This design comes from an exercise in tuning for small area, a short achievable clock period and few clock cycles per item on the open sky130 flow, not from production work.
Where RTL was checked, it was by simulation tests only, not by an equivalence proof against the original.
The RTL of run 6 was laid out without a check of its function.

===== flow/design.v =====
module modinv(clk, reset, number, prime, finished, gcd, inverse);
    input [31:0] number, prime;
    input wire clk,reset;
    output reg[31:0] gcd, inverse;
    output reg finished;
    parameter [2:0] IDLE = 3'b001, COMPUTING = 3'b010, COMPUTED = 3'b100;
    reg [2:0] state, state_next;
    integer a, b, c, q, p, r;
    integer a_next, b_next, p_next, r_next;
    always @ (posedge clk, posedge reset)
    begin
        if (reset == 1)
            begin
                state <= IDLE;
                a <= 0;
                b <= 0;
                p <= 0;
                r <= 0;
            end
        else
            begin              
                state <= state_next;
                a     <= a_next;
                b     <= b_next;
                p     <= p_next;
                r     <= r_next;
            end
    end
    always @*
    begin
        finished = 0;
        gcd = a;
        inverse = (p + prime) % prime;
        state_next = state;
        a_next = a;
        b_next = b;
        p_next = p;
        r_next = r;
        c = 0;
        q = 0;
        case (state)
            IDLE:
                begin
                    a_next = number;
                    b_next = prime;
                    p_next = 1;
                    r_next = 0;
                    state_next = COMPUTING;
                end
            COMPUTING:
                begin
                    c = a % b;
                    q = a / b;
                    a_next = b;
                    b_next = c;
                    r_next = p - q * r;
                    p_next = r;
                    if (b_next == 0)
                        begin
                            state_next = COMPUTED;
                        end
                    else
                        begin
                            state_next = COMPUTING;
                        end
                end
            COMPUTED:
                begin
                    finished = 1;
                end
            default:
                begin
                    state_next = state;
                end
        endcase
    end
endmodule

===== flow/run.sh =====
#!/bin/bash
# synth_recipe.tcl (not shown) runs the flow's synth.tcl, then flattens the netlist and writes it again
# the make line also repeats each setting of config.mk as NAME=value (left out here)
make -C /OpenROAD-flow-scripts/flow DESIGN_CONFIG=/design/flow/config.mk WORK_HOME=/design/flow/orfs CLKGATE_MAP_FILE= SYNTH_SCRIPT=/design/flow/synth_recipe.tcl finish

===== flow/config.mk =====
export PLATFORM = sky130hd
export DESIGN_NAME = modinv
export DESIGN_NICKNAME = modinv
export VERILOG_FILES = /design/flow/design.v
export SDC_FILE = /design/flow/constraint.sdc
export NUM_CORES = 4
export LEC_CHECK = 0
export CAP_MARGIN = 20
export CORE_MARGIN = 2
export CORE_UTILIZATION = 40
export SLEW_MARGIN = 20

===== flow/constraint.sdc =====
create_clock -name core_clock -period 140.0 [get_ports {clk}]
set_input_delay 28.0000 -clock core_clock [delete_from_list [all_inputs] [get_ports {clk}]]
set_output_delay 28.0000 -clock core_clock [all_outputs]
set_load 0.01 [all_outputs]

==> impl_results.md, run 1 <==
* Cell repeated most along the worst path: o21a_1
* Final min period at 135.11 ns
* DRT Pass-1 Iters at 7
* Initial core utilization at 40.4%
* Fillcell total at 21958
* I/O Buffers at 130
* Synth Flop Type: dfrtp_1
* #FFs+latches synth at 131
* GR Util met3 at 3.93%
* Drt wl/cell at 25.9 um
* Max Fclk at 7.40 MHz
* Maxcap violations at 0
* Crit-path max cell delay at 0.62 ns
* Top cells by area, synth: ha_1 (18%), fa_1 (10%), nand2_1 (6.3%), xnor2_1 (5.9%), a21oi_1 (5.0%)
* Critical Path RT at 112.00 ns
* Top-count cell post-synth: nand2_1
* Setup tns final at 0 ns
* Slew HR at 15.8%
* Crit Path Category: input port to output port
* Routed Antenna Nets at 0
* Reg clk slew, reported paths at 0.06 ns
* CP arrival at 107.11 ns
* Worst Clk Skew at 0.0155 ns
* DR DRC count at 0
* Post-synth top area cell: ha_1
* Synth top cells by count: nand2_1 (1439), ha_1 (1256), nor2_1 (1097)
* Final hold viol count at 0
* Final Slew Violations at 0
* Placed inst area at 92800 um2
* Clock root buffer master: clkbuf_16
* Dpl hpwl at 313 mm
* Die width at 467 um
* CTS Hold Bufs at 0
* Post-synth EDFFs at 0
* First-pass GRT wire length at 574 mm
* Layout cells sized above 1 at 8.55%
* Largest net degree at the start of global routing at 81
* CTS buffer count at 17
* Design Area, Final at 94500 um2
* Total gr overflow at 0
* NumNets Final at 13967
* Post-layout util at 44.5%
* Vias in the first global route at 90037
* Clk sinks at 131
* Max Root-Sink Buffers at 2
* Core Region at 213000 um2
* Seq/Total Area, Yosys at 3.82%
* Antenna violations before repair at 16
* Worst skew pair latency at 0.45 ns
* Avg Inst Size Synth at 7.13 um2
* CTS tree: built
* Status: finished clean
* Detailed Route WL at 389 mm
* Final Wtd Congestion at 1.01
* Tcrit/Tclk final at 96.5%
* DR iter-0 viols at 8897
* Layout Area Growth over Synthesis at 10.2%
* CP max FO at 31
* Setup violations, final at 0
* Setup crit end kind: output port
* Die area at 218000 um2
* Unique cell type count in the Yosys netlist at 115
* Share of the synthesized area in the top cell type at 18.3%
* Gate Count Post-Synth at 12023
* Global route hottest layer: met2
* M1 GR Usage at 46.6%
* Post-synth ARST share at 100%
* YS warnings at 1
* IO Pins at 131
* Critical Path Source Type: input port
* H-tree Lvls at 4
* Hold crit path type: flip-flop to flip-flop
* DR vias/cell at 6.20
* DR vias at 93236
* Synthesized area at 85800 um2
* Site row count at 169
* Grt met2 use at 55.1%
* Critical-path top delay cell: or4b_2
* Die H at 467 um
* Worst-margin pin slew at 1.25 ns
* Finished Layout Cells at 15040
* Cells after DPL at 14983
* GRT Util Overall at 34.4%
[layout make-up]
| class | count | area [um2] | area share, % |
|---|---|---|---|
| multi-input cells | 10519 | 78600 | 83.2 |
| diodes | 4 | 10.0 | 0.0106 |
| inverters | 941 | 3540 | 3.74 |
| clock buffers | 17 | 425 | 0.450 |
| flip-flops and latches | 131 | 3280 | 3.47 |
| well taps | 2821 | 3530 | 3.74 |
| clock inverters | 15 | 229 | 0.242 |
| repair buffers | 592 | 4890 | 5.18 |
[registers in the layout, indices dropped and copies added, names as in the netlist]
signal / flops
state: 3
r: 32
p: 32
a: 32
b: 32
[metrics by stage]
stage	worst slack (ns)	hold WS [ns]
2_1_floorplan	0.447	0.485
3_3_place_gp	-1.79	0.466
3_5_place_dp	-2.11	0.472
4_1_cts	0.0453	0.485
5_1_grt	-0.246	0.533
6_report	4.89	0.482
[repair_timing]
item,in CTS,in global routing
endpoints found under the setup margin,32,32
setup buffers,0,18
gates resized for setup,35,209
cloned,0,3
pin swaps,1,33
[layer usage]
layer / share of wire [%] / up-vias / wire (um)
met5: 0.0031 / - / 12
met4: 5.2 / 2 / 20100
met3: 7.3 / 766 / 28300
met2: 44 / 3973 / 172000
met1: 43 / 45360 / 169000
li1: - / 43135 / -
[logic make-up after synthesis]
family                   synth area share (%)
AO/OA/AOI/OAI                            25.8
XOR/XNOR                                 9.22
adder cells (fa/ha/maj)                  28.7
buffers and inverters                    6.09
flip-flops                               3.82
multiplexers                             2.54
AND/OR/NAND/NOR                          23.9
[worst max-delay path: cells and delay by family]
| kind | cells | cell delay, ns |
|---|---|---|
| buf+inv | 28 | 5.36 |
| mux | 10 | 2.48 |
| xor+xnor | 1 | 0.19 |
| fa+ha+maj | 33 | 9.86 |
| simple gates | 64 | 12.53 |
| compound gates | 253 | 48.44 |
[cells in the final DEF, fill, tap and decap left out, drive strengths merged, types with 27 or more instances in the layout]
cell           Yosys  layout
inv              941     942
or2               72      73
and3             110     110
ha              1256    1256
o211ai            90      90
o22ai             30      30
nor4              66      66
mux2i             64      64
a31o              35      35
o31ai             95      95
nor3             399     399
a41oi             27      27
and2             255     255
dfrtp            130     130
a22o              50      50
xnor2            576     576
o31a              31      31
clkdlybuf4s50      0     119
nand3            265     265
or3              141     141
a31oi            192     192
o21bai           104     104
buf              102     461
a21oi            856     856
nor2b            121     121
nand4            110     110
a211oi           119     119
fa               443     443
o21a             305     305
mux2             136     136
nand2b           126     126
nand2           1442    1442
a21o             336     336
xor2             324     324
a21boi            60      60
nor2            1099    1099
and4              39      39
o21ai            671     671
a211o             44      44
[final timing paths]
| check | from | to | slack [ns] | depth (start not counted) |
|---|---|---|---|---|
| min reg2reg | r[7] | r[7] | 0.48 | 2 |
| max reg2reg | b[0] | r[30] | 31.48 | 356 |
| min | r[7] | r[7] | 0.48 | 2 |
| max in group asynchronous | reset | b[31] | 110.41 | 3 |
| min in group asynchronous | reset | a[28] | 28.22 | 2 |
| max | prime[21] | inverse[31] | 4.89 | 389 |
Testbench counts, summed over its fixed seeds: cycles 7,218, items 480.
==> run 2: changes to the inputs <==
==> flow/design.v (replaced) <==
module modinv(clk, reset, number, prime, finished, gcd, inverse);
    input [31:0] number, prime;
    input wire clk, reset;
    output [31:0] gcd, inverse;
    output finished;
    reg [30:0] A, B, PA, PB, P0;
    reg par;
    reg done;
    function [4:0] blen;
        input [30:0] v;
        integer i;
        begin
            blen = 0;
            for (i = 0; i < 31; i = i + 1)
                if (v[i]) blen = i + 1;
        end
    endfunction
    wire [4:0] la = blen(A);
    wire [4:0] lb = blen(B);
    wire [5:0] kd = {1'b0, la} - {1'b0, lb};
    wire [4:0] k = kd[4:0];
    wire [30:0] Bk = B << k;
    wire [31:0] PBk = {1'b0, PB} << k;
    wire [31:0] d1 = {1'b0, A} - {1'b0, Bk};
    wire [31:0] d0 = {1'b0, A} - {2'b0, Bk[30:1]};
    wire sel1 = ~d1[31];
    wire lt = kd[5] | ((la == lb) & d1[31]);    
    wire [30:0] nA = lt ? A : (sel1 ? d1[30:0] : d0[30:0]);
    wire [30:0] nPA = PA + (sel1 ? PBk[30:0] : PBk[31:1]);
    wire swap = lt | (nA < B);
    wire fin = swap & (nA == 0);
    wire [30:0] inv = par ? PB : ((PB == 0) ? 31'd0 : P0 - PB);
    always @(posedge clk) begin
        if (reset) begin
            A <= number[30:0];
            B <= prime[30:0];
            PA <= 31'd1;
            PB <= 31'd0;
            P0 <= prime[30:0];
            par <= 1'b0;
        end else if (!done) begin
            if (swap) begin
                A <= B;
                B <= nA;
                PA <= fin ? inv : PB;
                PB <= lt ? PA : nPA;
                par <= ~par;
            end else begin
                A <= nA;
                PA <= nPA;
            end
        end
    end
    always @(posedge clk or posedge reset) begin
        if (reset)
            done <= 1'b0;
        else if (fin)
            done <= 1'b1;
    end
    assign finished = done;
    assign gcd = {1'b0, A};
    assign inverse = {1'b0, PA};
endmodule
==> impl_results.md, run 2 <==
* Min-Delay Path Depth at 2
* Post-synth EDFFs at 93
* Crit-path max cell delay at 0.65 ns
* Design Area, Final at 21300 um2
* Slew HR at 27.7%
* Die width at 221 um
* RSZ-0062 raised after global routing: no
* Setup bufs post-CTS at 0
* CTS tree: built
* Post-synth ARST share at 0.637%
* DRT Pass-1 Iters at 6
* CP arrival at 1.98 ns
* Synthesized area at 18900 um2
* Synth Flop Type: edfxtp_1
* Final Slew Violations at 0
* Vias in the first global route at 18670
* Unique cell type count in the Yosys netlist at 96
* Initial core utilization at 40.6%
* Placed inst area at 20700 um2
* Die area at 49000 um2
* I/O Buffers at 126
* Cell family with most CP delay: buffers and inverters
* Status: finished clean
* IO Pins at 131
* Tcrit/Tclk final at 21.4%
* Critical Path Source Type: flip-flop
* Instance count on the critical path at 2
* Reg clk slew, reported paths at 0.07 ns
* Clock root buffer master: clkbuf_16
* Bufs and invs on worst path at 2
* NumNets Final at 2671
* Worst skew pair latency at 0.50 ns
* Final Wtd Congestion at 0.957
* Largest net degree at the start of global routing at 88
* Crit Path Category: flip-flop to output port
* Site row count at 79
* Share of the synthesized area in the top cell type at 14.8%
* DR vias at 19880
* Commonest non-fill, non-tap cell in the layout: nand2_1
* DR iter-0 viols at 2437
* Antenna violations before repair at 0
* Post-synth top area cell: edfxtp_1
* Seq/Total Area, Yosys at 21.6%
* Routed Antenna Nets at 0
* Die H at 221 um
* Hold crit path type: flip-flop to flip-flop
* Critical Path RT at 112.00 ns
* Clk sinks at 157
* Avg Inst Size Synth at 7.84 um2
* GRT Util Overall at 29.8%
* DR vias/cell at 6.49
* Detailed Route WL at 74.7 mm
* YS warnings at 1
* N_diodes at 0
* CTS buffer count at 17
* Worst Clk Skew at 0.00948 ns
* Crit-path cells: buf_4 > clkdlybuf4s50_1
* Final hold viol count at 0
* Reg2Reg Depth at 47
* Synth top cells by count: nand2_1 (299), nor2_1 (200), a21oi_1 (191)
* Top-count cell post-synth: nand2_1
* Layout cells sized above 1 at 6.92%
* Total gr overflow at 0
* Gate Count Post-Synth at 2410
* #FFs+latches synth at 157
* Post-layout util at 45.8%
* Setup violations, final at 0
* Max Root-Sink Buffers at 2
* Critical-path top delay cell: clkdlybuf4s50_1
* Final min period at 29.98 ns
* Core Region at 46600 um2
* DR DRC count at 0
* Commonest non-fill, non-tap cells in the layout: nand2_1 (299), nor2_1 (198), a21oi_1 (190)
* Top cells by area, synth: edfxtp_1 (15%), ha_1 (10%), dfxtp_1 (6.7%), nand2_1 (5.9%), a21oi_1 (5.1%)
* CTS Hold Bufs at 0
* Worst-margin pin slew at 1.08 ns
* Setup crit end kind: output port
* CP max FO at 40
* Setup tns final at 0 ns
* First-pass GRT wire length at 114 mm
* Max Fclk at 33.4 MHz
* Dpl hpwl at 55.9 mm
* Drt wl/cell at 24.4 um
* Post-CTS sizing at 0
* H-tree Lvls at 4
* Maxcap violations at 0
* Layout Area Growth over Synthesis at 12.8%
run 2: stage by stage:
step | setup slack (ns) | cells | hold slack [ns]
after global placement | 109.87 | 3031 | 0.506
after detailed placement | 109.84 | 3032 | 0.518
after global routing | 109.97 | 3064 | 0.544
after CTS | 109.99 | 3064 | 0.526
after floorplan | 109.79 | 2411 | 0.486
final | 110.02 | 3064 | 0.525
run 2: cells by family after synthesis:
kind of cell	after synthesis	share of synthesized area, %
compound gates	811	28.4
flops	157	21.6
xor+xnor	108	5.00
buf+inv	245	5.04
mux	140	9.98
other cells	1	0.0198
simple gates	787	19.1
fa+ha+maj	161	10.9
run 2: path summary, 6_finish.rpt:
path	from	end	slack, ns
worst max-delay path	done	finished	110.02
worst min-delay path	PA[16]	PA[16]	0.52
worst max register to register	B[2]	B[3]	126.95
worst min register to register	PA[16]	PA[16]	0.52
max in group asynchronous	reset	done	111.68
min in group asynchronous	reset	done	27.91
run 2: per-layer routing:
layer	wire [um]	up-vias	global-route usage [%]
li1	-	9156	-
met1	32300	9672	40.5
met2	34200	930	47.6
met3	6090	122	5.38
met4	2150	0	10.4
met5	0	-	0
run 2: layout make-up:
class                      count  area [um2]
clock buffer                  25         531
timing repair buffer         154        1490
sequential                   157        4080
multi-input combinational   2009       14000
tap                          607         759
inverter                     105         394
clock inverter                 7        71.3
fill                        4655       25200
run 2: tightest hold or removal path: cells and delay by family (launching register included):
kind               cells  cell delay (ns)
DFF                    1             0.34
AOI/OAI and AO/OA      1             0.06
and+or+nand+nor        1             0.07
Testbench counts of run 2, summed over its fixed seeds: cycles 11,263, items 480.
==> run 3: changes to the inputs <==
--- a/flow/design.v
+++ b/flow/design.v
@@ -17,2 +17,16 @@
     endfunction
+    function [32:0] radd;
+        input [31:0] a, b;
+        input ci;
+        integer i;
+        reg c;
+        begin
+            c = ci;
+            for (i = 0; i < 32; i = i + 1) begin
+                radd[i] = a[i] ^ b[i] ^ c;
+                c = (a[i] & b[i]) | (c & (a[i] ^ b[i]));
+            end
+            radd[32] = c;
+        end
+    endfunction
     wire [4:0] la = blen(A);
@@ -23,11 +37,15 @@
     wire [31:0] PBk = {1'b0, PB} << k;
-    wire [31:0] d1 = {1'b0, A} - {1'b0, Bk};
-    wire [31:0] d0 = {1'b0, A} - {2'b0, Bk[30:1]};
-    wire sel1 = ~d1[31];
-    wire lt = kd[5] | ((la == lb) & d1[31]);    
-    wire [30:0] nA = lt ? A : (sel1 ? d1[30:0] : d0[30:0]);
-    wire [30:0] nPA = PA + (sel1 ? PBk[30:0] : PBk[31:1]);
-    wire swap = lt | (nA < B);
+    wire [32:0] gex = radd({1'b0, A}, ~{1'b0, Bk}, 1'b1);
+    wire ge1 = gex[32];                        
+    wire lt = kd[5] | ((kd[4:0] == 0) & ~ge1);   
+    wire [30:0] Bs = lt ? 31'd0 : (ge1 ? Bk : {1'b0, Bk[30:1]});
+    wire [30:0] PBs = (lt | done) ? 31'd0 : (ge1 ? PBk[30:0] : PBk[31:1]);
+    wire [32:0] nAx = radd({1'b0, A}, ~{1'b0, Bs}, 1'b1);
+    wire [30:0] nA = nAx[30:0];
+    wire [32:0] nPAx = radd({1'b0, PA}, {1'b0, PBs}, 1'b0);
+    wire [30:0] nPA = nPAx[30:0];
+    wire swap = nA < B;
     wire fin = swap & (nA == 0);
-    wire [30:0] inv = par ? PB : ((PB == 0) ? 31'd0 : P0 - PB);
+    wire [32:0] p0x = radd({1'b0, P0}, ~{1'b0, PB}, 1'b1);
+    wire [30:0] inv = par ? PB : ((PB == 0) ? 31'd0 : p0x[30:0]);
     always @(posedge clk) begin
@@ -40,13 +58,11 @@
             par <= 1'b0;
-        end else if (!done) begin
-            if (swap) begin
-                A <= B;
-                B <= nA;
-                PA <= fin ? inv : PB;
-                PB <= lt ? PA : nPA;
-                par <= ~par;
-            end else begin
-                A <= nA;
-                PA <= nPA;
-            end
+        end else if (swap) begin
+            A <= B;
+            B <= nA;
+            PA <= fin ? inv : PB;
+            PB <= nPA;
+            par <= ~par;
+        end else begin
+            A <= nA;
+            PA <= nPA;
         end
==> flow/flow/run.sh (new file) <==
#!/bin/bash
set -euo pipefail
cd "$(dirname "$0")/.."
export BUFFER_PORTS_ARGS="-buffer_cell sky130_fd_sc_hd__buf_1"
bash standard.sh > standard.log 2>&1
==> flow/standard.sh (new file) <==
#!/bin/bash
# synth_recipe.tcl (not shown) runs the flow's synth.tcl, then flattens the netlist and writes it again
# the make line also repeats each setting of config.mk as NAME=value (left out here)
make -C /OpenROAD-flow-scripts/flow DESIGN_CONFIG=/design/flow/config.mk WORK_HOME=/design/flow/orfs CLKGATE_MAP_FILE= SYNTH_SCRIPT=/design/flow/synth_recipe.tcl "${@:-finish}"
removed: flow/run.sh
==> impl_results.md, run 3 <==
* Status: finished clean
* Top-count cell post-synth: nand2_1
* First-pass GRT wire length at 70.2 mm
* Fillcell total at 3495
* Grt met2 use at 41.0%
* Final min period at 29.99 ns
* Dpl hpwl at 34.7 mm
* N_diodes at 0
* Site row count at 69
* DR vias at 12289
* Setup crit end kind: flip-flop
* RSZ-0062 raised after global routing: no
* CP max FO at 85
* CP arrival at 30.19 ns
* Seq/Total Area, Yosys at 26.5%
* Die width at 193 um
* Max Fclk at 33.3 MHz
* NumNets Final at 1830
* Routed Antenna Nets at 0
* DR iter-0 viols at 1217
* Post-CTS sizing at 0
* Die area at 37100 um2
* DR vias/cell at 5.90
* Detailed Route WL at 45.2 mm
* Multi-input logic area at 9650 um2
* Worst-margin pin slew at 1.04 ns
* Worst Clk Skew at 0.0168 ns
* Layout cells sized above 1 at 10.3%
* H-tree Lvls at 4
* Synth top cells by count: nand2_1 (234), nor2_1 (123), inv_1 (113)
* Layout Area Growth over Synthesis at 9.87%
* Maxcap violations at 0
* Final Wtd Congestion at 0.942
* Synth Flop Type: dfxtp_1
* Post-layout util at 44.2%
* Crit Path Category: input port to flip-flop
* CTS buffer count at 17
* GR Util met3 at 4.86%
* Critical Path RT at 140.21 ns
* Core Region at 35300 um2
* Post-synth ARST share at 0.637%
* Unique cell type count in the Yosys netlist at 73
* Setup tns final at 0 ns
* Clk sinks at 157
* Bufs and invs on worst path at 3
* Crit-path cells: clkbuf_4 > buf_4 > buf_4 > mux2_2
* Drt wl/cell at 21.7 um
* Commonest non-fill, non-tap cell in the layout: nand2_1
* Total gr overflow at 0
* Top cells by area, synth: dfxtp_1 (13%), edfxtp_1 (13%), fa_1 (12%), mux4_2 (8.6%), nand2_1 (6.2%)
* GRT Util Overall at 25.2%
* Setup violations, final at 0
* Final Slew Violations at 0
* #FFs+latches synth at 157
* Tcrit/Tclk final at 21.4%
* DR DRC count at 0
* Instance count on the critical path at 4
* Cell repeated most along the worst path: buf_4
* Reg area at 3770 um2
* Max Root-Sink Buffers at 2
* Gate Count Post-Synth at 1549
* Die H at 193 um
* Critical-path top delay cell: buf_4
* IO Pins at 131
* Final hold viol count at 0
* I/O Buffers at 126
* YS warnings at 1
* Global route hottest layer: met2
* Vias in the first global route at 11612
* Largest net degree at the start of global routing at 86
* Share of the synthesized area in the top cell type at 13.2%
* Critical Path Source Type: input port
* Hold crit path type: flip-flop to flip-flop
* Avg Inst Size Synth at 9.18 um2
* Reg clk slew, reported paths at 0.08 ns
* Clock root buffer master: clkbuf_16
* CTS Hold Bufs at 0
* Pre-CTS setup slack at 109.50 ns
* Antenna violations before repair at 0
* Cell family with most CP delay: buffers and inverters
* Post-synth top area cell: dfxtp_1
* Initial core utilization at 40.3%
* PnR worst setup slack at 110.01 ns
* Setup bufs post-CTS at 0
* Synthesized area at 14200 um2
* Slew HR at 30.1%
* Min-Delay Path Depth at 2
* Crit-path max cell delay at 0.73 ns
* CTS tree: built
* Post-synth EDFFs at 62
* Reg2Reg Depth at 68
* DRT Pass-1 Iters at 5
* M1 GR Usage at 33.9%
* Worst skew pair latency at 0.47 ns
* Commonest non-fill, non-tap cells in the layout: nand2_1 (234), buf_1 (125), nor2_1 (122)
-- run 3: per-layer routing --
metal / share of wire, % / routed length, um / vias up
met3: 6.6 / 3000 / 66
li1: - / - / 5716
met2: 48 / 21500 / 454
met4: 2.6 / 1190 / 0
met5: 0 / 0 / -
met1: 43 / 19400 / 6053
-- run 3: path summary, 6_finish.rpt --
kind	slack, ns	end	from
worst min register to register	0.57	par	par
worst max-delay path	110.01	B[24]	reset
max in group asynchronous	111.96	done	reset
worst min-delay path	0.57	par	par
min in group asynchronous	27.82	done	reset
worst max register to register	114.17	PA[18]	B[1]
-- run 3: cell type report --
cell class                      instances  area share [%]
Sequential cell                       157            24.1
Inverter                              115            2.76
Timing Repair Buffer                  146            4.01
Tap cell                              461            3.69
Clock buffer                           20            2.93
Multi-Input combinational cell       1171            61.8
Clock inverter                         12           0.713
-- run 3: cells by family (layout without fill, tap and decap cells) --
| group | Yosys count | in the layout | synth area share, % |
|---|---|---|---|
| buf+inv | 222 | 293 | 6.32 |
| simple gates | 519 | 519 | 16.1 |
| mux | 174 | 174 | 17.4 |
| fa+ha+maj | 156 | 156 | 18.4 |
| other cells | 1 | 2 | 0.0264 |
| flops | 157 | 157 | 26.5 |
| xor+xnor | 11 | 11 | 0.783 |
| compound gates | 309 | 309 | 14.5 |
-- run 3: worst reg2reg max path: cells and delay by family, from the launching register on --
family	cells	cell delay, ns
and+or+nand+nor	9	3.39
muxes	2	0.94
xor gates and xnor gates	2	0.59
buffers and inverters	7	2.03
DFF	1	0.53
AOI/OAI and AO/OA	15	4.22
adders and majority gates	33	14.04
-- run 3: metrics by stage --
stage          hold WS, ns  instances  instance area [um2]
3_3_place_gp         0.553       2050                15000
5_1_grt              0.592       2082                15600
4_1_cts              0.576       2082                15600
2_1_floorplan        0.507       1550                14200
3_5_place_dp         0.564       2050                15000
6_report             0.574       2082                15600
Testbench counts of run 3, summed over its fixed seeds: cycles 11,263, items 480.
==> run 4: changes to the inputs <==
==> flow/run.sh (new file) <==
#!/bin/bash
# synth_recipe.tcl (not shown) runs the flow's synth.tcl, then flattens the netlist and writes it again
# the make line also repeats each setting of config.mk as NAME=value (left out here)
make -C /OpenROAD-flow-scripts/flow DESIGN_CONFIG=/design/flow/config.mk WORK_HOME=/design/flow/orfs CLKGATE_MAP_FILE= SYNTH_SCRIPT=/design/flow/synth_recipe.tcl finish
removed: flow/flow/run.sh
removed: flow/standard.sh
==> impl_results.md, run 4 <==
* Max layer used: met4
* Cell family with most CP delay: buffers and inverters
* DR DRC count at 0
* First-pass GRT wire length at 71.8 mm
* Max Fclk at 33.4 MHz
* Share of the synthesized area in the top cell type at 13.2%
* Cell repeated most along the worst path: buf_4
* Finished Layout Cells at 2082
* Hold Crit Start: PB[21]
* #FFs+latches synth at 157
* N_diodes at 0
* Die width at 193 um
* Layout Area Growth over Synthesis at 15.6%
* Detailed Route WL at 46.6 mm
* Maxcap violations at 0
* Setup tns final at 0 ns
* CP max FO at 70
* Drt wl/cell at 22.4 um
* Wire length on met3 at 2.85 mm
* Min-Delay Path Depth at 2
* Final hold viol count at 0
* Instance count on the critical path at 4
* Post-CTS sizing at 0
* Layout cells sized above 1 at 10.3%
* Gate Count Post-Synth at 1549
* Unique cell type count in the Yosys netlist at 73
* Clock root buffer master: clkbuf_16
* Tcrit/Tclk final at 21.4%
* Routed Antenna Nets at 0
* Reg2Reg Depth at 69
* Final Wtd Congestion at 0.930
* Die area at 37100 um2
* Post-synth top area cell: dfxtp_1
* R2r startpoint: B[1]
* DRT Pass-1 Iters at 6
* Worst skew pair latency at 0.46 ns
* Hold crit path type: flip-flop to flip-flop
* Post-synth EDFFs at 62
* Top cells by area, synth: dfxtp_1 (13%), edfxtp_1 (13%), fa_1 (12%), mux4_2 (8.6%), nand2_1 (6.2%)
* Crit-path max cell delay at 0.67 ns
* DR vias/cell at 5.93
* Status: finished clean
* Post-layout util at 46.5%
* DR iter-0 viols at 1174
* Worst-margin pin slew at 1.13 ns
* Slew HR at 24.5%
* Final Slew Violations at 0
* WL met1 at 20.0 mm
* Worst Clk Skew at 0.0141 ns
* Total gr overflow at 0
* Die H at 193 um
* Largest net degree at the start of global routing at 71
* Site row count at 69
* Final min period at 29.95 ns
* Crit Path Category: input port to flip-flop
* Core Region at 35300 um2
* CTS tree: built
* Antenna violations before repair at 0
* I/O Buffers at 126
* Top-count cell post-synth: nand2_1
* H-tree Lvls at 4
* Setup crit end kind: flip-flop
* Commonest non-fill, non-tap cell in the layout: nand2_1
* Seq/Total Area, Yosys at 26.5%
* NumNets Final at 1831
* Setup bufs post-CTS at 0
* Synth top cells by count: nand2_1 (234), nor2_1 (123), inv_1 (113)
* Synth Flop Type: dfxtp_1
* Post-synth ARST share at 0.637%
* CTS Hold Bufs at 0
* Vias in the first global route at 11881
* GRT Util Overall at 25.8%
* Clk sinks at 157
* YS warnings at 1
* Dpl hpwl at 35.1 mm
* Avg Inst Size Synth at 9.18 um2
* Bufs and invs on worst path at 3
* Cells after DPL at 2051
* Max Root-Sink Buffers at 2
* Initial core utilization at 40.3%
* CP arrival at 30.16 ns
* RSZ-0062 raised after global routing: no
* Setup violations, final at 0
* Synthesized area at 14200 um2
* CP Launch Point: reset
* Critical Path Source Type: input port
* Routed wl met2 at 22.7 mm
* IO Pins at 131
* DR vias at 12336
* Critical-path top delay cell: buf_4
* CTS buffer count at 17
* Commonest non-fill, non-tap cells in the layout: nand2_1 (234), clkdlybuf4s50_1 (125), nor2_1 (123)
* Critical Path RT at 140.21 ns
* Reg clk slew, reported paths at 0.07 ns
* Fillcell total at 3443
* Crit-path cells: buf_4 > buf_4 > buf_4 > mux2_2
[run 4: stage by stage]
step	cell area, um2	setup WS (ns)	hold slack (ns)
floorplan	14200	110.05	0.507
global placement	15800	109.55	0.552
detailed placement	15800	109.49	0.561
CTS	16400	109.99	0.580
global route	16400	109.90	0.598
finish	16400	110.05	0.583
[run 4: worst reg2reg max path, delay by kind of cell, from the launching register on]
| kind | cells | cell delay [ns] |
|---|---|---|
| fa+ha+maj | 32 | 13.76 |
| xor+xnor | 1 | 0.43 |
| buf+inv | 7 | 2.07 |
| simple gates | 9 | 3.13 |
| mux | 4 | 1.36 |
| compound gates | 16 | 4.49 |
| flops | 1 | 0.52 |
[run 4: logic make-up (layout without fill, tap and decap cells)]
family	Yosys count	after routing	share of synthesized area, %
other	1	2	0.0264
buffers and inverters	222	293	6.32
AND/OR/NAND/NOR	519	519	16.1
multiplexers	174	174	17.4
adder cells (fa/ha/maj)	156	156	18.4
XOR/XNOR	11	11	0.783
flip-flops	157	157	26.5
AO/OA/AOI/OAI	309	309	14.5
[run 4: area by class of cell]
class                   count  area (um2)  share of cell area (%)
multi-input cells        1171        9640                    58.7
flip-flops and latches    157        3770                    22.9
repair buffers            147        1420                    8.62
well taps                 461         577                    3.51
inverters                 115         432                    2.63
clock buffers              18         429                    2.61
clock inverters            13         168                    1.02
[run 4: final timing paths]
check | to | slack [ns]
max | B[5] | 110.05
max in group asynchronous | done | 112.04
max reg2reg | PA[22] | 114.14
min | PB[21] | 0.58
min reg2reg | PB[21] | 0.58
min in group asynchronous | done | 27.75
[run 4: per-layer routing]
metal / vias to the layer above / global-route usage, %
li1: 5714 / -
met1: 6112 / 34.6
met2: 446 / 43.2
met3: 64 / 4.26
met4: 0 / 6.90
met5: - / 0
==> run 5: changes to the inputs <==
--- a/flow/design.v
+++ b/flow/design.v
@@ -56,3 +56,2 @@
             PB <= 31'd0;
-            P0 <= prime[30:0];
             par <= 1'b0;
@@ -69,2 +68,4 @@
     end
+    always @(posedge clk)
+        P0 <= prime[30:0];
     always @(posedge clk or posedge reset) begin
==> flow/flow/run.sh (new file) <==
#!/bin/bash
# The standard layout with three changes, none to the design or constraints:
#  - ABC maps for area (flow/abc_area.script replaces the speed script),
#    and adders are left to ABC instead of being mapped to full-adder cells
#    first (ADDER_MAP_FILE empty); registers are mapped exactly as before;
#  - the port buffers are the smallest buffer (buf_1).
set -euo pipefail
cd "$(dirname "$0")/.."
rm -rf scripts_area
cp -r "$FLOW_HOME/scripts" scripts_area
cp flow/abc_area.script scripts_area/abc_speed.script
export SCRIPTS_DIR="$PWD/scripts_area"
export BUFFER_PORTS_ARGS="-buffer_cell sky130_fd_sc_hd__buf_1"
bash standard.sh ADDER_MAP_FILE= finish > standard.log 2>&1
==> flow/flow/abc_area.script (new file) <==
strash
dch
amap
topo
stime -c
upsize -c -D 22000
dnsize -c -D 22000
stime -c
==> flow/standard.sh (new file) <==
#!/bin/bash
# synth_recipe.tcl (not shown) runs the flow's synth.tcl, then flattens the netlist and writes it again
# the make line also repeats each setting of config.mk as NAME=value (left out here)
make -C /OpenROAD-flow-scripts/flow DESIGN_CONFIG=/design/flow/config.mk WORK_HOME=/design/flow/orfs CLKGATE_MAP_FILE= SYNTH_SCRIPT=/design/flow/synth_recipe.tcl "${@:-finish}"
removed: flow/run.sh
==> impl_results.md, run 5 <==
* First-pass GRT wire length at 68.4 mm
* Design Area, Final at 13500 um2
* Post-synth ARST share at 0.637%
* Crit-path max cell delay at 0.70 ns
* PnR worst setup slack at 109.97 ns
* Max Root-Sink Buffers at 2
* Setup violations, final at 0
* Unique cell type count in the Yosys netlist at 46
* DR iter-0 viols at 1082
* Wire length on met3 at 2.15 mm
* Final Slew Violations at 0
* Max Fclk at 33.3 MHz
* CP arrival at 30.36 ns
* I/O Buffers at 126
* GRT Util Overall at 27.8%
* NumNets Final at 1919
* Top-count cell post-synth: nor2_1
* Avg Inst Size Synth at 7.00 um2
* Total gr overflow at 0
* Commonest non-fill, non-tap cell in the layout: nor2_1
* Share of the synthesized area in the top cell type at 21.1%
* Pre-CTS setup slack at 109.53 ns
* Antenna violations before repair at 1
* Final min period at 30.03 ns
* CTS tree: built
* Final Wtd Congestion at 0.959
* DR DRC count at 0
* Drt wl/cell at 19.3 um
* Cell family with most CP delay: buffers and inverters
* Commonest non-fill, non-tap cells in the layout: nor2_1 (272), o21ai_0 (196), nand2_1 (180)
* H-tree Lvls at 4
* WL met1 at 19.1 mm
* Post-CTS sizing at 0
* DR vias at 13854
* Setup bufs post-CTS at 0
* Layout Area Growth over Synthesis at 14.3%
* Worst Clk Skew at 0.0136 ns
* Initial core utilization at 40.9%
* Post-layout util at 46.7%
* Post-synth top area cell: dfxtp_1
* Placed inst area at 13000 um2
* RSZ-0062 raised after global routing: no
* Reg clk slew, reported paths at 0.07 ns
* CP max FO at 62
* Detailed Route WL at 43.3 mm
* CTS Hold Bufs at 0
* Routed Antenna Nets at 0
* Max layer used: met4
* Vias in the first global route at 12846
* Seq/Total Area, Yosys at 29.2%
* Dpl hpwl at 31.9 mm
* Site row count at 62
* Critical Path Source Type: input port
* CTS buffer count at 17
* Die area at 31000 um2
* Hold crit path type: flip-flop to flip-flop
* Post-synth EDFFs at 31
* Clock root buffer master: clkbuf_16
* Routed wl met2 at 21.3 mm
* Bufs and invs on worst path at 4
* YS warnings at 1
* Synthesized area at 11800 um2
* Setup crit end kind: flip-flop
* Synth top cells by count: nor2_1 (274), o21ai_0 (197), nand2_1 (181)
* Layout cells sized above 1 at 3.22%
* Maxcap violations at 0
* Worst skew pair latency at 0.45 ns
* Top cells by area, synth: dfxtp_1 (21%), nor2_1 (8.7%), o21ai_0 (8.3%), edfxtp_1 (7.9%), o22ai_1 (7.3%)
* IO Pins at 131
* Status: finished clean
* Crit Path Category: input port to flip-flop
* Slew HR at 44.1%
* Tcrit/Tclk final at 21.4%
* Final hold viol count at 0
* DRT Pass-1 Iters at 6
* Core Region at 28900 um2
* Gate Count Post-Synth at 1690
* Die width at 176 um
* #FFs+latches synth at 157
* Critical Path RT at 140.34 ns
* Synth Flop Type: dfxtp_1
* Die H at 176 um
* DR vias/cell at 6.16
* Largest net degree at the start of global routing at 64
* Crit-path cells: clkbuf_4 > clkinv_1 > nand2_4 > buf_4 > clkinv_1 > nand2_1 > nand2_1
* Worst-margin pin slew at 0.833 ns
* Critical-path top delay cell: buf_4
* Setup tns final at 0 ns
* Clk sinks at 157
* N_diodes at 0
[run 5: area by class of cell]
type,count,area (um2)
fillers,3116,15400
multi-input cells,1354,7760
flip-flops and latches,157,3460
inverters,178,673
repair buffers,145,619
well taps,384,480
clock buffers,19,433
clock inverters,13,98.8
[run 5: cell families after synthesis]
family | count (synthesis) | share of synthesized area (%)
other cells | 1 | 0.0317
flops | 157 | 29.2
compound gates | 823 | 46.9
buf+inv | 180 | 5.82
simple gates | 529 | 18.0
[run 5: metrics by stage]
stage,instances,hold WS [ns]
3_3_place_gp,2218,0.433
4_1_cts,2250,0.451
5_1_grt,2250,0.483
6_report,2250,0.446
3_5_place_dp,2218,0.440
2_1_floorplan,1691,0.423
[run 5: routing by layer]
metal,track usage [%],vias up
li1,-,6873
met1,36.1,6455
met2,48.5,463
met3,3.49,63
met4,7.54,0
met5,0,-
[run 5: worst paths after layout]
check                       from  endpoint  slack, ns  cells after the start
max reg2reg                 B[1]    PA[25]     120.80                    137
min in group asynchronous  reset      done      27.76                      2
max in group asynchronous  reset      done     112.09                      2
min                          par       par       0.45                      1
max                        reset     PA[1]     109.97                      7
min reg2reg                  par       par       0.45                      1
[run 5: worst register-to-register path, delay by kind of cell (launching register included)]
family	cells	cell delay [ns]
buffers and inverters	10	3.50
and+or+nand+nor	50	4.29
DFF	1	0.40
AOI/OAI and AO/OA	77	10.83
Testbench counts of run 5, summed over its fixed seeds: cycles 11,263, items 480.
==> run 6: changes to the inputs <==
--- a/flow/design.v
+++ b/flow/design.v
@@ -54,2 +54,11 @@
             B <= prime[30:0];
+        end else if (swap) begin
+            A <= B;
+            B <= nA;
+        end else begin
+            A <= nA;
+        end
+    end
+    always @(posedge clk or posedge reset) begin
+        if (reset) begin
             PA <= 31'd1;
@@ -58,4 +67,2 @@
         end else if (swap) begin
-            A <= B;
-            B <= nA;
             PA <= fin ? inv : PB;
@@ -64,3 +71,2 @@
         end else begin
-            A <= nA;
             PA <= nPA;
--- a/flow/config.mk
+++ b/flow/config.mk
@@ -10,2 +10,3 @@
 export CORE_UTILIZATION = 40
+export CTS_BUF_LIST = sky130_fd_sc_hd__clkbuf_8
 export SLEW_MARGIN = 20
==> impl_results.md, run 6 <==
* Status: finished clean
* Setup crit end kind: flip-flop
* DR DRC count at 0
* Commonest non-fill, non-tap cell in the layout: nor2_1
* DR iter-0 viols at 1036
* IO Pins at 131
* Commonest non-fill, non-tap cells in the layout: nor2_1 (256), nand2_1 (216), o21ai_0 (190)
* Post-synth EDFFs at 31
* Final hold viol count at 0
* Reg clk slew, reported paths at 0.09 ns
* Slew HR at 28.4%
* RSZ-0062 raised after global routing: no
* Hold crit path type: flip-flop to flip-flop
* CTS buffer count at 17
* Critical Path RT at 140.13 ns
* CP max FO at 63
* Post-layout util at 45.8%
* Final Wtd Congestion at 0.936
* Setup tns final at 0 ns
* YS warnings at 1
* Worst Clk Skew at 0.0155 ns
* Crit Path Category: input port to flip-flop
* Final Slew Violations at 0
* CP Launch Point: reset
* Max Fclk at 33.6 MHz
* Avg Inst Size Synth at 7.04 um2
* DR vias/cell at 6.08
* CTS tree: built
* Antenna violations before repair at 1
* Reg2Reg Depth at 127
* Dpl hpwl at 31.0 mm
* Gate Count Post-Synth at 1727
* Detailed Route WL at 42.2 mm
* Core Region at 29800 um2
* DR vias at 13946
* Die width at 178 um
* Reg-to-reg endpoint: PA[30]
* N_diodes at 0
* Top cells by area, synth: dfrtp_1 (13%), dfxtp_1 (10%), o22ai_1 (9.4%), o21ai_0 (8.0%), nor2_1 (7.9%)
* Routed Antenna Nets at 0
* Synthesized area at 12200 um2
* Site row count at 63
* Synth Flop Type: dfrtp_1
* Tcrit/Tclk final at 21.3%
* Hold Crit Start: par
* Synth top cells by count: nor2_1 (257), nand2_1 (216), o21ai_0 (194)
* Largest net degree at the start of global routing at 94
* I/O Buffers at 126
* H-tree Lvls at 4
* Drt wl/cell at 18.4 um
* Post-synth top area cell: dfrtp_1
* DRT Pass-1 Iters at 6
* Clk sinks at 157
* Clock root buffer master: clkbuf_8
* NumNets Final at 1955
* Pre-CTS setup slack at 109.68 ns
* Worst hold margin at 0.534 ns
* Total gr overflow at 0
* Setup violations, final at 0
* Critical Path Source Type: input port
* CP Capture Point: B[28]
* R2r startpoint: B[2]
* Share of the synthesized area in the top cell type at 13.0%
* Die H at 178 um
* Worst-margin pin slew at 1.07 ns
* Initial core utilization at 40.8%
* Setup bufs post-CTS at 0
* Seq/Total Area, Yosys at 31.0%
* Layout Area Growth over Synthesis at 12.1%
* First-pass GRT wire length at 66.5 mm
* Reg2reg setup slack at 120.92 ns
* Post-CTS sizing at 0
* CP arrival at 29.90 ns
* Vias in the first global route at 12715
* Die area at 31800 um2
* Fillcell total at 3159
* PnR worst setup slack at 110.22 ns
* #FFs+latches synth at 157
* Post-synth ARST share at 40.8%
* Top-count cell post-synth: nor2_1
* Unique cell type count in the Yosys netlist at 50
* Worst skew pair latency at 0.49 ns
* Max Root-Sink Buffers at 2
* Maxcap violations at 0
* CTS Hold Bufs at 0
* Final min period at 29.78 ns
* Layout cells sized above 1 at 3.58%
* GRT Util Overall at 26.6%
[run 6: cell count changes after synthesis, sizes merged, moves of 8 or more]
cell and delta:
dfxtp -63, dfrtp +62, a21oi +54, o22ai +44, o221ai -42, nand2 +35, nor3 +33, a21o -30
o21ai -30, a22oi -19, clkinv -17, nor2 -16, o22a +14, inv +8
[run 6: final cells by class]
class	instances	area [um2]	share of cell area, %
clock buffers	18	248	1.82
clock inverters	14	80.1	0.587
inverters	169	647	4.75
multi-input cells	1400	7780	57.1
flip-flops and latches	157	3770	27.7
well taps	390	488	3.58
repair buffers	144	609	4.47
[run 6: worst min path at each step]
stage | slack, ns | cells past startpoint | to
2_1_floorplan | 0.46 | 1 | par
4_1_cts | 0.51 | 1 | par
5_1_grt | 0.56 | 1 | par
3_3_place_gp | 0.48 | 1 | par
3_5_place_dp | 0.49 | 1 | par
6_report | 0.53 | 1 | par
[run 6: metal layers]
metal	GRT usage, %	vias to the layer above	wire length, um
met5	0	-	0
li1	-	6963	-
met3	3.24	69	2220
met2	44.1	450	20000
met4	9.59	0	1080
met1	35.6	6464	18900
[run 6: worst max-delay path: stages]
cell	delay, ns
clkbuf_2	0.07
buf_4	0.48
inv_4	0.31
buf_4	0.42
nand2_1	0.12
buf_4	0.41
[run 6: metrics by stage]
step | cell area, um2 | instances
6_report | 13600 | 2292
5_1_grt | 13600 | 2292
4_1_cts | 13600 | 2292
3_5_place_dp | 13300 | 2260
3_3_place_gp | 13300 | 2260
2_1_floorplan | 12200 | 1728
[run 6: logic make-up after synthesis]
| group | count (synthesis) | share of synthesized area [%] |
|---|---|---|
| buf+inv | 171 | 5.42 |
| flops | 157 | 31.0 |
| other cells | 1 | 0.0308 |
| compound gates | 813 | 43.7 |
| simple gates | 585 | 19.8 |
==> run 7: changes to the inputs <==
--- a/flow/design.v
+++ b/flow/design.v
@@ -54,11 +54,2 @@
             B <= prime[30:0];
-        end else if (swap) begin
-            A <= B;
-            B <= nA;
-        end else begin
-            A <= nA;
-        end
-    end
-    always @(posedge clk or posedge reset) begin
-        if (reset) begin
             PA <= 31'd1;
@@ -67,2 +58,4 @@
         end else if (swap) begin
+            A <= B;
+            B <= nA;
             PA <= fin ? inv : PB;
@@ -71,2 +64,3 @@
         end else begin
+            A <= nA;
             PA <= nPA;
==> impl_results.md, run 7 <==
* Max Fclk at 33.3 MHz
* Crit-path cells: clkbuf_4 > clkinv_1 > nand2_4 > buf_4 > clkinv_1 > nand2_1 > nand2_1
* Reg-to-reg endpoint: PA[25]
* Core Region at 28900 um2
* Final Slew Violations at 0
* Reg clk slew, reported paths at 0.10 ns
* Slew HR at 42.6%
* Crit Path Category: input port to flip-flop
* Critical Path RT at 140.38 ns
* Commonest non-fill, non-tap cells in the layout: nor2_1 (272), o21ai_0 (196), nand2_1 (180)
* Avg Inst Size Synth at 7.00 um2
* CTS Hold Bufs at 0
* Setup bufs post-CTS at 0
* Final Wtd Congestion at 0.959
* YS warnings at 1
* DR iter-0 viols at 1031
* #FFs+latches synth at 157
* Synth Flop Type: dfxtp_1
* Min-Delay Path Depth at 1
* Gate Count Post-Synth at 1690
* Worst hold margin at 0.450 ns
* CP arrival at 30.41 ns
* Instance count on the critical path at 7
* Worst Clk Skew at 0.0186 ns
* RSZ-0062 raised after global routing: no
* CP Capture Point: PA[1]
* DRT Pass-1 Iters at 7
* Tcrit/Tclk final at 21.5%
* Top cells by area, synth: dfxtp_1 (21%), nor2_1 (8.7%), o21ai_0 (8.3%), edfxtp_1 (7.9%), o22ai_1 (7.3%)
* Share of the synthesized area in the top cell type at 21.1%
* Routed Antenna Nets at 0
* Synth top cells by count: nor2_1 (274), o21ai_0 (197), nand2_1 (181)
* Max Root-Sink Buffers at 2
* Cell family with most CP delay: buffers and inverters
* IO Pins at 131
* Seq/Total Area, Yosys at 29.2%
* Maxcap violations at 0
* Setup crit end kind: flip-flop
* Critical Path Source Type: input port
* Placed inst area at 13000 um2
* Bufs and invs on worst path at 4
* Hold crit path type: flip-flop to flip-flop
* Fillcell total at 3133
* DR vias/cell at 6.15
* Drt wl/cell at 19.3 um
* Post-synth top area cell: dfxtp_1
* GRT Util Overall at 27.7%
* Cells after DPL at 2218
* Status: finished clean
* Top-count cell post-synth: nor2_1
* Reg2Reg Depth at 137
* Post-synth ARST share at 0.637%
* Site row count at 62
* CP Launch Point: reset
* I/O Buffers at 126
* N_diodes at 0
* CTS tree: built
* Design Area, Final at 13300 um2
* Crit-path max cell delay at 0.71 ns
* Setup violations, final at 0
* Die H at 176 um
* NumNets Final at 1919
* Final min period at 30.04 ns
* Clock root buffer master: clkbuf_8
* Die width at 176 um
* First-pass GRT wire length at 68.3 mm
* DR DRC count at 0
* Post-synth EDFFs at 31
* Vias in the first global route at 12799
* Detailed Route WL at 43.4 mm
* CTS buffer count at 17
* Post-CTS sizing at 0
* DR vias at 13841
* Layout Area Growth over Synthesis at 12.7%
* Final hold viol count at 0
* Dpl hpwl at 31.9 mm
* CP max FO at 62
* Die area at 31000 um2
* Worst-margin pin slew at 0.856 ns
* Unique cell type count in the Yosys netlist at 46
* Antenna violations before repair at 1
* R2r startpoint: B[1]
* Critical-path top delay cell: buf_4
* Clk sinks at 157
* Worst skew pair latency at 0.48 ns
* Initial core utilization at 40.9%
* H-tree Lvls at 4
* Synthesized area at 11800 um2
* Total gr overflow at 0
* Commonest non-fill, non-tap cell in the layout: nor2_1
* Finished Layout Cells at 2250
* Layout cells sized above 1 at 3.22%
* Reg2reg setup slack at 120.77 ns
* Setup tns final at 0 ns
* Hold Crit Start: par
* Largest net degree at the start of global routing at 64
* Post-layout util at 46.1%
-- run 7: changes by cell type after synthesis, moves of 33 or more --
cell and change:
nor3_1 -33, dfxtp_1 +63, o221ai_1 +42, dfrtp_1 -62
o22ai_1 -44, a21oi_1 -55, nand2_1 -35
-- run 7: cell families after synthesis --
| logic type | after synthesis | synth area share, % |
|---|---|---|
| flops | 157 | 29.2 |
| simple gates | 529 | 18.0 |
| other cells | 1 | 0.0317 |
| buf+inv | 180 | 5.82 |
| compound gates | 823 | 46.9 |
-- run 7: worst min path at each step --
stage	endpoint	slack, ns
after floorplan	par	0.42
after global placement	par	0.43
after detailed placement	par	0.44
after CTS	par	0.46
after global routing	par	0.49
final	par	0.45
-- run 7: layer usage --
layer | share of wire, % | track usage [%] | wire, um | up-vias
met3 | 4.9 | 3.17 | 2140 | 54
li1 | - | - | - | 6868
met5 | 0 | 0 | 0 | -
met2 | 49 | 48.6 | 21400 | 455
met4 | 1.6 | 7.61 | 690 | 0
met1 | 44 | 36.1 | 19200 | 6464
-- run 7: layout make-up --
cell class,instances,area (um2),share of cell area [%]
multi-input combinational,1354,7760,58.2
sequential,157,3460,25.9
inverter,178,673,5.05
timing repair buffer,145,619,4.65
tap,384,480,3.60
clock buffer,17,234,1.76
clock inverter,15,106,0.798
-- run 7: metrics by stage --
| step | worst slack [ns] |
|---|---|
| finish | 109.96 |
| global route | 109.83 |
| CTS | 110.04 |
| detailed placement | 109.53 |
| global placement | 109.60 |
| floorplan | 109.66 |
Testbench counts of run 7, summed over its fixed seeds: cycles 11,263, items 480.
==> run 8: changes to the inputs <==
--- a/flow/config.mk
+++ b/flow/config.mk
@@ -11,2 +11,4 @@
 export CTS_BUF_LIST = sky130_fd_sc_hd__clkbuf_8
+export CTS_CLUSTER_DIAMETER = 100
+export CTS_CLUSTER_SIZE = 40
 export SLEW_MARGIN = 20
==> impl_results.md, run 8 <==
* Slew HR at 42.6%
* Clk sinks at 157
* Largest family of logic cells by synthesized area: compound AO/OA/AOI/OAI gates
* Seq/Total Area, Yosys at 29.2%
* Status: finished clean
* Worst skew pair latency at 0.48 ns
* Top cells by area, synth: dfxtp_1 (21%), nor2_1 (8.7%), o21ai_0 (8.3%), edfxtp_1 (7.9%), o22ai_1 (7.3%)
* Unique cell type count in the Yosys netlist at 46
* Initial core utilization at 40.9%
* Die area at 31000 um2
* GRT Util Overall at 27.7%
* Commonest non-fill, non-tap cells in the layout: nor2_1 (272), o21ai_0 (196), nand2_1 (180)
* Share of the synthesized area in the top cell type at 21.1%
* Commonest non-fill, non-tap cell in the layout: nor2_1
* CTS tree: built
* CTS Hold Bufs at 0
* Max Root-Sink Buffers at 2
* Crit Path Category: input port to flip-flop
* Finished Layout Cells at 2250
* Fillcell total at 3133
* Setup violations, final at 0
* Cells after DPL at 2218
* Layout cells sized above 1 at 3.22%
* Post-synth ARST share at 0.637%
* Setup bufs post-CTS at 0
* Tcrit/Tclk final at 21.5%
* Final min period at 30.04 ns
* Synth Area in Compound Gates at 46.9%
* Hold crit path type: flip-flop to flip-flop
* Worst Clk Skew at 0.0186 ns
* Dpl hpwl at 31.9 mm
* Post-synth top area cell: dfxtp_1
* Synthesized area at 11800 um2
* Setup crit end kind: flip-flop
* Site row count at 62
* Post-synth EDFFs at 31
* Die width at 176 um
* Clock root buffer master: clkbuf_8
* First-pass GRT wire length at 68.3 mm
* Largest net degree at the start of global routing at 64
* Maxcap violations at 0
* Reg clk slew, reported paths at 0.10 ns
* Layout Area Growth over Synthesis at 12.7%
* Synth Flop Type: dfxtp_1
* Routed Antenna Nets at 0
* Critical Path RT at 140.38 ns
* Vias in the first global route at 12799
* Detailed Route WL at 43.4 mm
* YS warnings at 1
* Post-CTS sizing at 0
* Final Wtd Congestion at 0.959
* NumNets Final at 1919
* DR DRC count at 0
* Drt wl/cell at 19.3 um
* #FFs+latches synth at 157
* Final hold viol count at 0
* Total gr overflow at 0
* Synth top cells by count: nor2_1 (274), o21ai_0 (197), nand2_1 (181)
* Simple logic cell fraction of the synthesized area at 18.0%
* IO Pins at 131
* H-tree Lvls at 4
* Avg Inst Size Synth at 7.00 um2
* Placed inst area at 13000 um2
* DR vias at 13841
* Worst-margin pin slew at 0.856 ns
* CP arrival at 30.41 ns
* Xor-xnor portion of the synthesized cell area at 0%
* Final Slew Violations at 0
* DR iter-0 viols at 1031
* Mux contribution to synthesized area at 0%
* Design Area, Final at 13300 um2
* Max Fclk at 33.3 MHz
* Setup tns final at 0 ns
* CP max FO at 62
* Die H at 176 um
* Synthesized-area fraction occupied by adder cells at 0%
* RSZ-0062 raised after global routing: no
* CTS buffer count at 17
* Top-count cell post-synth: nor2_1
* DRT Pass-1 Iters at 7
* N_diodes at 0
* DR vias/cell at 6.15
* I/O Buffers at 126
* Critical Path Source Type: input port
* Core Region at 28900 um2
* Antenna violations before repair at 1
* Gate Count Post-Synth at 1690
==> run 8: kinds of logic after synthesis <==
group           count (synthesis)
other cells                     1
buf+inv                       180
simple gates                  529
flops                         157
compound gates                823
==> run 8: routing by layer <==
layer | share of wire (%) | vias up | GRT usage, %
met5 | 0 | - | 0
met1 | 44 | 6464 | 36.1
met2 | 49 | 455 | 48.6
met4 | 1.6 | 0 | 7.61
met3 | 4.9 | 54 | 3.17
li1 | - | 6868 | -
==> run 8: area by class of cell <==
cell class	count	area (um2)	share of cell area (%)
inverters	178	673	5.05
clock buffers	17	234	1.76
repair buffers	145	619	4.65
well taps	384	480	3.60
clock inverters	15	106	0.798
flip-flops and latches	157	3460	25.9
multi-input cells	1354	7760	58.2
==> run 8: path summary, 6_finish.rpt <==
path / from / to / slack, ns / cells after the start
setup / recovery: reset / PA[1] / 109.96 / 7
hold / removal: par / par / 0.45 / 1
setup reg to reg: B[1] / PA[25] / 120.77 / 137
hold reg to reg: par / par / 0.45 / 1
max in group asynchronous: reset / done / 112.13 / 2
min in group asynchronous: reset / done / 27.72 / 2
==> run 8: through the flow <==
stage	setup WS, ns	util [%]	hold WS, ns
6_report	109.96	46.1	0.450
4_1_cts	110.04	46.1	0.456
5_1_grt	109.83	46.1	0.488
2_1_floorplan	109.66	-	0.423
3_5_place_dp	109.53	44.9	0.440
3_3_place_gp	109.60	44.9	0.433
==> run 8: critical path, stage by stage <==
cell,delay [ns]
clkbuf_4,0.45
clkinv_1,0.32
nand2_4,0.47
buf_4,0.71
clkinv_1,0.25
nand2_1,0.12
nand2_1,0.05
==> run 9: changes to the inputs <==
--- a/flow/config.mk
+++ b/flow/config.mk
@@ -9,6 +9,4 @@
 export CORE_MARGIN = 2
-export CORE_UTILIZATION = 40
+export CORE_UTILIZATION = 65
 export CTS_BUF_LIST = sky130_fd_sc_hd__clkbuf_8
-export CTS_CLUSTER_DIAMETER = 100
-export CTS_CLUSTER_SIZE = 40
 export SLEW_MARGIN = 20
==> impl_results.md, run 9 <==
* Worst skew pair latency at 0.47 ns
* Max Fclk at 33.8 MHz
* Post-synth top area cell: dfxtp_1
* N_diodes at 0
* GRT Util Overall at 40.6%
* Status: finished clean
* Post-CTS sizing at 0
* H-tree Lvls at 4
* Cell repeated most along the worst path: clkinv_1
* R2r startpoint: B[1]
* Post-synth EDFFs at 31
* Share of the synthesized area in the top cell type at 21.1%
* Cells after DPL at 2063
* Top-count cell post-synth: nor2_1
* Finished Layout Cells at 2094
* Unique cell type count in the Yosys netlist at 46
* DR vias at 14596
* Reg area at 3460 um2
* Worst Clk Skew at 0.0167 ns
* #FFs+latches synth at 157
* Reg2reg setup slack at 120.52 ns
* Max Root-Sink Buffers at 2
* Final Wtd Congestion at 0.987
* Hold crit path type: flip-flop to flip-flop
* Gate Count Post-Synth at 1690
* Dpl hpwl at 28.8 mm
* CTS tree: built
* CTS Hold Bufs at 0
* I/O Buffers at 126
* CP max FO at 93
* Crit Path Category: input port to flip-flop
* Core Region at 17900 um2
* DR DRC count at 0
* Die H at 139 um
* DR vias/cell at 6.97
* Hold EP: par
* Layout Area Growth over Synthesis at 11.8%
* Reg-to-reg endpoint: PA[17]
* YS warnings at 1
* Total gr overflow at 0
* Synthesized area at 11800 um2
* Die width at 139 um
* Drt wl/cell at 19.3 um
* Critical Path Source Type: input port
* Synth top cells by count: nor2_1 (274), o21ai_0 (197), nand2_1 (181)
* Reg2Reg Depth at 139
* Antenna violations before repair at 0
* RSZ-0062 raised after global routing: no
* Setup crit end kind: flip-flop
* Maxcap violations at 0
* Reg clk slew, reported paths at 0.09 ns
* NumNets Final at 1919
* Final Slew Violations at 0
* First-pass GRT wire length at 64.8 mm
* Top cells by area, synth: dfxtp_1 (21%), nor2_1 (8.7%), o21ai_0 (8.3%), edfxtp_1 (7.9%), o22ai_1 (7.3%)
* Site row count at 49
* Setup tns final at 0 ns
* Slew HR at 45.8%
* Critical-path top delay cell: nand2_8
* Vias in the first global route at 13595
* Initial core utilization at 66.1%
* Critical Path RT at 140.39 ns
* Routed Antenna Nets at 0
* Clock root buffer master: clkbuf_8
* Layout cells sized above 1 at 3.49%
* CP arrival at 29.95 ns
* Die area at 19300 um2
* Largest net degree at the start of global routing at 94
* Commonest non-fill, non-tap cell in the layout: nor2_1
* Post-synth ARST share at 0.637%
* IO Pins at 131
* Worst-margin pin slew at 0.808 ns
* Avg Inst Size Synth at 7.00 um2
* Tcrit/Tclk final at 21.1%
* Fillcell total at 1524
* Multi-input logic area at 7770 um2
* Crit-path cells: buf_2 > buf_4 > clkinv_1 > nand2_8 > clkinv_1 > a32oi_1
* Min-Delay Path Depth at 1
* Final min period at 29.57 ns
* Setup bufs post-CTS at 0
* Seq/Total Area, Yosys at 29.2%
* Hold Crit Start: par
* Detailed Route WL at 40.3 mm
* CTS buffer count at 17
* Clk sinks at 157
* Synth Flop Type: dfxtp_1
* Setup violations, final at 0
* DRT Pass-1 Iters at 8
* Commonest non-fill, non-tap cells in the layout: nor2_1 (272), o21ai_0 (196), nand2_1 (180)
* Final hold viol count at 0
* Crit-path max cell delay at 0.55 ns
* DR iter-0 viols at 1632
run 9: routing by layer:
layer | wire length [um] | global-route usage (%) | part of all wire [%]
met1 | 15600 | 49.5 | 39
met2 | 19500 | 70.1 | 48
met3 | 3630 | 7.11 | 9.0
met4 | 1660 | 18.6 | 4.1
met5 | 0 | 0 | 0
run 9: cells by family after synthesis:
group | synth area share (%)
AOI/OAI and AO/OA | 46.9
and+or+nand+nor | 18.0
buffers and inverters | 5.82
DFF | 29.2
other | 0.0317
run 9: layout make-up:
class,instances,share of cell area (%)
multi-input combinational,1354,58.7
tap,229,2.17
sequential,157,26.1
timing repair buffer,145,4.66
clock inverter,13,1.34
inverter,178,5.09
clock buffer,18,1.87
run 9: metrics by stage:
stage                     hold slack, ns  setup slack (ns)  area [um2]  util (%)
after floorplan                    0.423            109.66       11800         -
after global placement             0.433            109.83       12800      71.5
after detailed placement           0.490            109.76       12800      71.5
after CTS                          0.505            110.14       13200      73.8
after global routing               0.527            110.30       13200      73.9
final                              0.515            110.43       13200      73.9
run 9: worst max-delay path by stage:
stage	startpoint	end	slack [ns]
6_report	reset	PA[0]	110.43
5_1_grt	reset	PA[0]	110.30
4_1_cts	reset	PA[0]	110.14
3_5_place_dp	reset	PA[0]	109.76
3_3_place_gp	reset	PA[1]	109.83
2_1_floorplan	reset	PA[0]	109.66
run 9: critical path: cells and delay by family:
family	cells	cell delay [ns]
simple gates	1	0.55
buf+inv	4	1.08
compound gates	1	0.22

-- static timing again, ports no longer ideal --
In the flow no input, the clock included, has a driving cell. The finished layouts below were timed again as built, in two steps. Step 1 assumes that a clkbuf_16 drives the clock port and a buf_2 every other input. Step 2 adds t to the input delays and takes it off the output delays; t is the mean of the earliest and latest rising clock arrival at the registers after step 1. Input paths then give back, and output paths get back, about the clock's delay inside the block. Slacks: ideal ports / drivers / drivers and shift; pairs: ideal ports / drivers.
| run | t, ns | setup WS [ns] | worst setup path after step 2 | pins driven straight from the clock port |
|---|---|---|---|---|
| run 1 | 0.505 | 4.889 / 4.797 / 4.797 | input to output | 1 |
| run 2 | 0.548 | 110.022 / 109.966 / 109.867 | input to register | 1 |
| run 3 | 0.516 | 110.012 / 110.032 / 109.516 | input to register | 1 |
| run 4 | 0.506 | 110.053 / 110.082 / 109.576 | input to register | 1 |
| run 5 | 0.495 | 109.974 / 110.000 / 109.505 | input to register | 1 |
| run 6 | 0.530 | 110.221 / 110.247 / 109.717 | input to register | 1 |
| run 7 | 0.524 | 109.964 / 109.986 / 109.462 | input to register | 1 |
| run 8 | 0.524 | 109.964 / 109.986 / 109.462 | input to register | 1 |
| run 9 | 0.506 | 110.434 / 110.453 / 109.947 | input to register | 1 |
After both steps setup and hold are still met in every run listed. The setup slack of run 6, which loses most, moves by +0.026 ns with the drivers and by -0.504 ns with both steps.
